Context: an optimization exercise on an open-source flow, tuned for small area, a short achievable clock period and few clock cycles per item. The choices shown serve that exercise and are no tape-out recipe. Where RTL was checked, it was by simulation tests only, not by an equivalence proof against the original.

==> module sha_1_core, before the edit <==
module sha_1_core(
    clk,
    rstn,
    din,
    din_vld,
    use_pre_cv,
    sha_1_end,
    busy,
    dout,
    dout_vld
);
input wire clk;
input wire rstn;
input wire [31:0] din;
input wire din_vld;
input wire use_pre_cv;
input wire sha_1_end;
output reg busy;
output wire [159:0] dout;
output reg dout_vld;
localparam [31:0] H0_INIT = 32'h67452301,
                  H1_INIT = 32'hEFCDAB89,
                  H2_INIT = 32'h98BADCFE,
                  H3_INIT = 32'h10325476,
                  H4_INIT = 32'hC3D2E1F0;
reg [6:0] cnt;       
reg hvld;            
reg ivm;             
reg st1;             
reg [3:0] ph;        
wire fch  = ph[0];   
wire fmaj = ph[2];   
reg [4:0] fk;        
wire rot  = |fk;     
wire last = fk[4];   
reg idle;            
wire start = din_vld & idle;
always @(posedge clk or negedge rstn) begin
    if (!rstn) begin
        cnt      <= 7'd0;
        busy     <= 1'b0;
        idle     <= 1'b1;
        dout_vld <= 1'b0;
        hvld     <= 1'b0;
        st1      <= 1'b0;
        ph       <= 4'b0001;
        fk       <= 5'd0;
    end
    else begin
        dout_vld <= last;
        st1      <= start;
        fk       <= {fk[3:0], (cnt == 7'd77)};
        if (start) begin
            ph   <= 4'b0001;
        end
        else if (cnt == 7'd20 || cnt == 7'd40 || cnt == 7'd60) begin
            ph   <= {ph[2:0], 1'b0};
        end
        if (start) begin
            cnt  <= 7'd1;
            busy <= 1'b1;
            idle <= 1'b0;
        end
        else if (last) begin
            cnt  <= 7'd0;
            busy <= 1'b0;
            idle <= 1'b1;
            hvld <= 1'b1;
        end
        else if (!idle) begin
            cnt  <= cnt + 7'd1;
        end
    end
end
reg [31:0] w [0:15];
wire [31:0] w_xor = w[13] ^ w[8] ^ w[2] ^ w[0];
always @(posedge clk) begin
    w[15] <= din_vld ? din : {w_xor[30:0], w_xor[31]};
end
genvar i;
generate
    for (i = 0; i < 15; i = i + 1) begin: gen_w
        always @(posedge clk) w[i] <= w[i+1];
    end
endgenerate
reg [31:0] h0, h1, h2, h3, h4;
wire use_h = use_pre_cv & hvld;
wire [31:0] s1_ = use_h ? h1 : H1_INIT;
wire [31:0] s2_ = use_h ? h2 : H2_INIT;
wire [31:0] s3_ = use_h ? h3 : H3_INIT;
wire [31:0] s4_ = use_h ? h4 : H4_INIT;
wire [31:0] s0_ = ivm ? H0_INIT : h0;
always @(posedge clk) begin
    if (start)
        ivm <= ~use_h;
end
reg [31:0] a, b, c, d;
reg [31:0] pu, pv;
wire [31:0] cb = {b[1:0], b[31:2]};            
wire [31:0] f_ch  = (a & cb) | (~a & c);
wire [31:0] f_par = a ^ cb ^ c;
wire [31:0] f_maj = (a & cb) | (a & c) | (cb & c);
wire [31:0] f = fch ? f_ch : (fmaj ? f_maj : f_par);
wire [31:0] k = ({32{ph[0]}} & 32'h5A827999) | ({32{ph[1]}} & 32'h6ED9EBA1) |
                ({32{ph[2]}} & 32'h8F1BBCDC) | ({32{ph[3]}} & 32'hCA62C1D6);
wire [31:0] s1 = d ^ w[15] ^ k;
wire [31:0] c1 = (d & w[15]) | (d & k) | (w[15] & k);
wire [31:0] c1s = {c1[30:0], 1'b0};
wire [31:0] s2 = f ^ s1 ^ c1s;
wire [31:0] c2 = (f & s1) | (f & c1s) | (s1 & c1s);
wire [31:0] c2s = {c2[30:0], 1'b0};
always @(posedge clk) begin
    pu <= s2 ^ c2s;
    pv <= s2 & c2s;
end
wire [31:0] ra = {a[26:0], a[31:27]};
wire [31:0] s3 = ra ^ pu;
wire [31:0] c3 = pv | (ra & pu);
wire [31:0] a_next = s3 + {c3[30:0], 1'b0};
always @(posedge clk) begin
    if (start) begin
        a <= s1_;
        b <= {s2_[29:0], s2_[31:30]};
        c <= s3_;
        d <= s4_;
    end
    else begin
        if (st1)
            a <= s0_;
        else
            a <= a_next;
        b <= a;
        c <= cb;
        d <= c;
    end
end
reg [31:0] ax;
always @(posedge clk) begin
    if (fk[2] | fk[3])
        ax <= a_next;
    else
        ax <= {a_next[1:0], a_next[31:2]};
end
wire [31:0] ff_x = ax;
reg [4:0] fv;
reg mh;
always @(posedge clk) begin
    fv <= {fv[3:0], (cnt == 7'd77) & sha_1_end & ivm};
    mh <= sha_1_end & ~ivm;
end
wire [31:0] ivk = ({32{fv[0]}} & H4_INIT) | ({32{fv[1]}} & H3_INIT) |
                  ({32{fv[2]}} & H2_INIT) | ({32{fv[3]}} & H1_INIT) |
                  ({32{fv[4]}} & H0_INIT);
wire [31:0] ff_h = ({32{mh}} & h4) | ivk;
wire [31:0] ff_sum = ff_h + ff_x;
always @(posedge clk) begin
    if (rot) begin
        h0 <= ff_sum;
        h1 <= h0;
        h2 <= h1;
        h3 <= h2;
        h4 <= h3;
    end
end
assign dout = {h0, h1, h2, h3, h4};
endmodule
==> flow/config.mk <==
export PLATFORM = sky130hd
export DESIGN_NAME = sha_1_core
export DESIGN_NICKNAME = sha_1_core
export VERILOG_FILES = /design/flow/design.v
export SDC_FILE = /design/flow/constraint.sdc
export NUM_CORES = 4
export LEC_CHECK = 0
export CAP_MARGIN = 20
export CORE_MARGIN = 2
export CORE_UTILIZATION = 40
export CTS_BUF_LIST = sky130_fd_sc_hd__clkbuf_8 sky130_fd_sc_hd__clkbuf_16
export CTS_CLUSTER_DIAMETER = 70
export CTS_CLUSTER_SIZE = 26
export PLACE_DENSITY = 0.6
export SETUP_SLACK_MARGIN = 3.8
export SLEW_MARGIN = 20
==> flow/constraint.sdc <==
create_clock -name core_clock -period 7.0 [get_ports {clk}]
set_input_delay 1.4000 -clock core_clock [delete_from_list [all_inputs] [get_ports {clk}]]
set_output_delay 1.4000 -clock core_clock [all_outputs]
set_load 0.01 [all_outputs]
standard.sh (not shown) runs the stock make flow with config.mk's settings and CLKGATE_MAP_FILE= SYNTH_SCRIPT=/design/flow/synth_recipe.tcl, a recipe that flattens the netlist after the stock synthesis.
==> flow/flow/run.sh <==
#!/bin/bash
# The standard layout (the standard.sh, synthesis unchanged), with the
# port buffers made from the smallest plain buffer instead of a delay cell.
set -euo pipefail
bash standard.sh "BUFFER_PORTS_ARGS=-buffer_cell sky130_fd_sc_hd__buf_1" finish > standard.log 2>&1
==> next run, changes <==
--- a/flow/design.v
+++ b/flow/design.v
@@ -31,8 +31,9 @@
 wire fch  = ph[0];   
 wire fmaj = ph[2];   
 reg [4:0] fk;        
 wire rot  = |fk;     
+reg sr, sa;          
 wire last = fk[4];   
 reg idle;            
 wire start = din_vld & idle;
 always @(posedge clk or negedge rstn) begin
@@ -44,13 +45,17 @@
         hvld     <= 1'b0;
         st1      <= 1'b0;
         ph       <= 4'b0001;
         fk       <= 5'd0;
+        sr       <= 1'b0;
+        sa       <= 1'b0;
     end
     else begin
         dout_vld <= last;
         st1      <= start;
         fk       <= {fk[3:0], (cnt == 7'd77)};
+        sr       <= (cnt == 7'd77) | fk[0] | fk[1];
+        sa       <= fk[2] | fk[3];
         if (start) begin
             ph   <= 4'b0001;
         end
         else if (cnt == 7'd20 || cnt == 7'd40 || cnt == 7'd60) begin
@@ -133,16 +138,9 @@
         c <= cb;
         d <= c;
     end
 end
-reg [31:0] ax;
-always @(posedge clk) begin
-    if (fk[2] | fk[3])
-        ax <= a_next;
-    else
-        ax <= {a_next[1:0], a_next[31:2]};
-end
-wire [31:0] ff_x = ax;
+wire [31:0] ff_x = ({32{sa}} & a) | ({32{sr}} & {a[1:0], a[31:2]});
 reg [4:0] fv;
 reg mh;
 always @(posedge clk) begin
     fv <= {fv[3:0], (cnt == 7'd77) & sha_1_end & ivm};
=> Hold slack got worse by 3.8 ps. Core utilization drops by 0.60 points. Clock-buffer cell count fell by 3. Sequential share of layout area barely changes. Final cell count came out lower by 2.2%. Cell area came out lower by 3.1%. Non-clock buffer count shrinks by 14. Clock skew increases by 3.9 ps.
Testbench counts after the change, summed over its fixed seeds: cycles 15,936, blocks 192.
The RTL of the first run of this note was laid out without a check of its function.

afterwards: timing with drivers on the ports:
The flow's constraints put no driver on any port. The routed layouts listed below were extracted and timed again, unchanged, in two steps.
Step 1 (the two cells are an assumption about what drives the block):
set clk [get_ports {clk}]
set_driving_cell -lib_cell sky130_fd_sc_hd__clkbuf_16 $clk
set_driving_cell -lib_cell sky130_fd_sc_hd__buf_2 [delete_from_list [all_inputs] $clk]
Step 2 moves the port delays by t, midway between the first and last clock arrival at a register: inputs arrive t later, outputs are due t later. That takes back most of the time a late clock gives input paths.
a / b / c = ideal / step 1 / step 2; a / b = the first two.
run	t (ns)	setup slack, ns	worst setup path after step 2	pins driven straight from the clock port
the first run	0.682	3.617 / 3.617 / 3.360	input to register	1
the second run	0.669	3.823 / 3.823 / 3.344	input to register	1
After both steps every run listed still meets setup and hold. The setup slack of the second run, which loses most, moves by 0.000 ns with the drivers and by -0.479 ns with both steps.
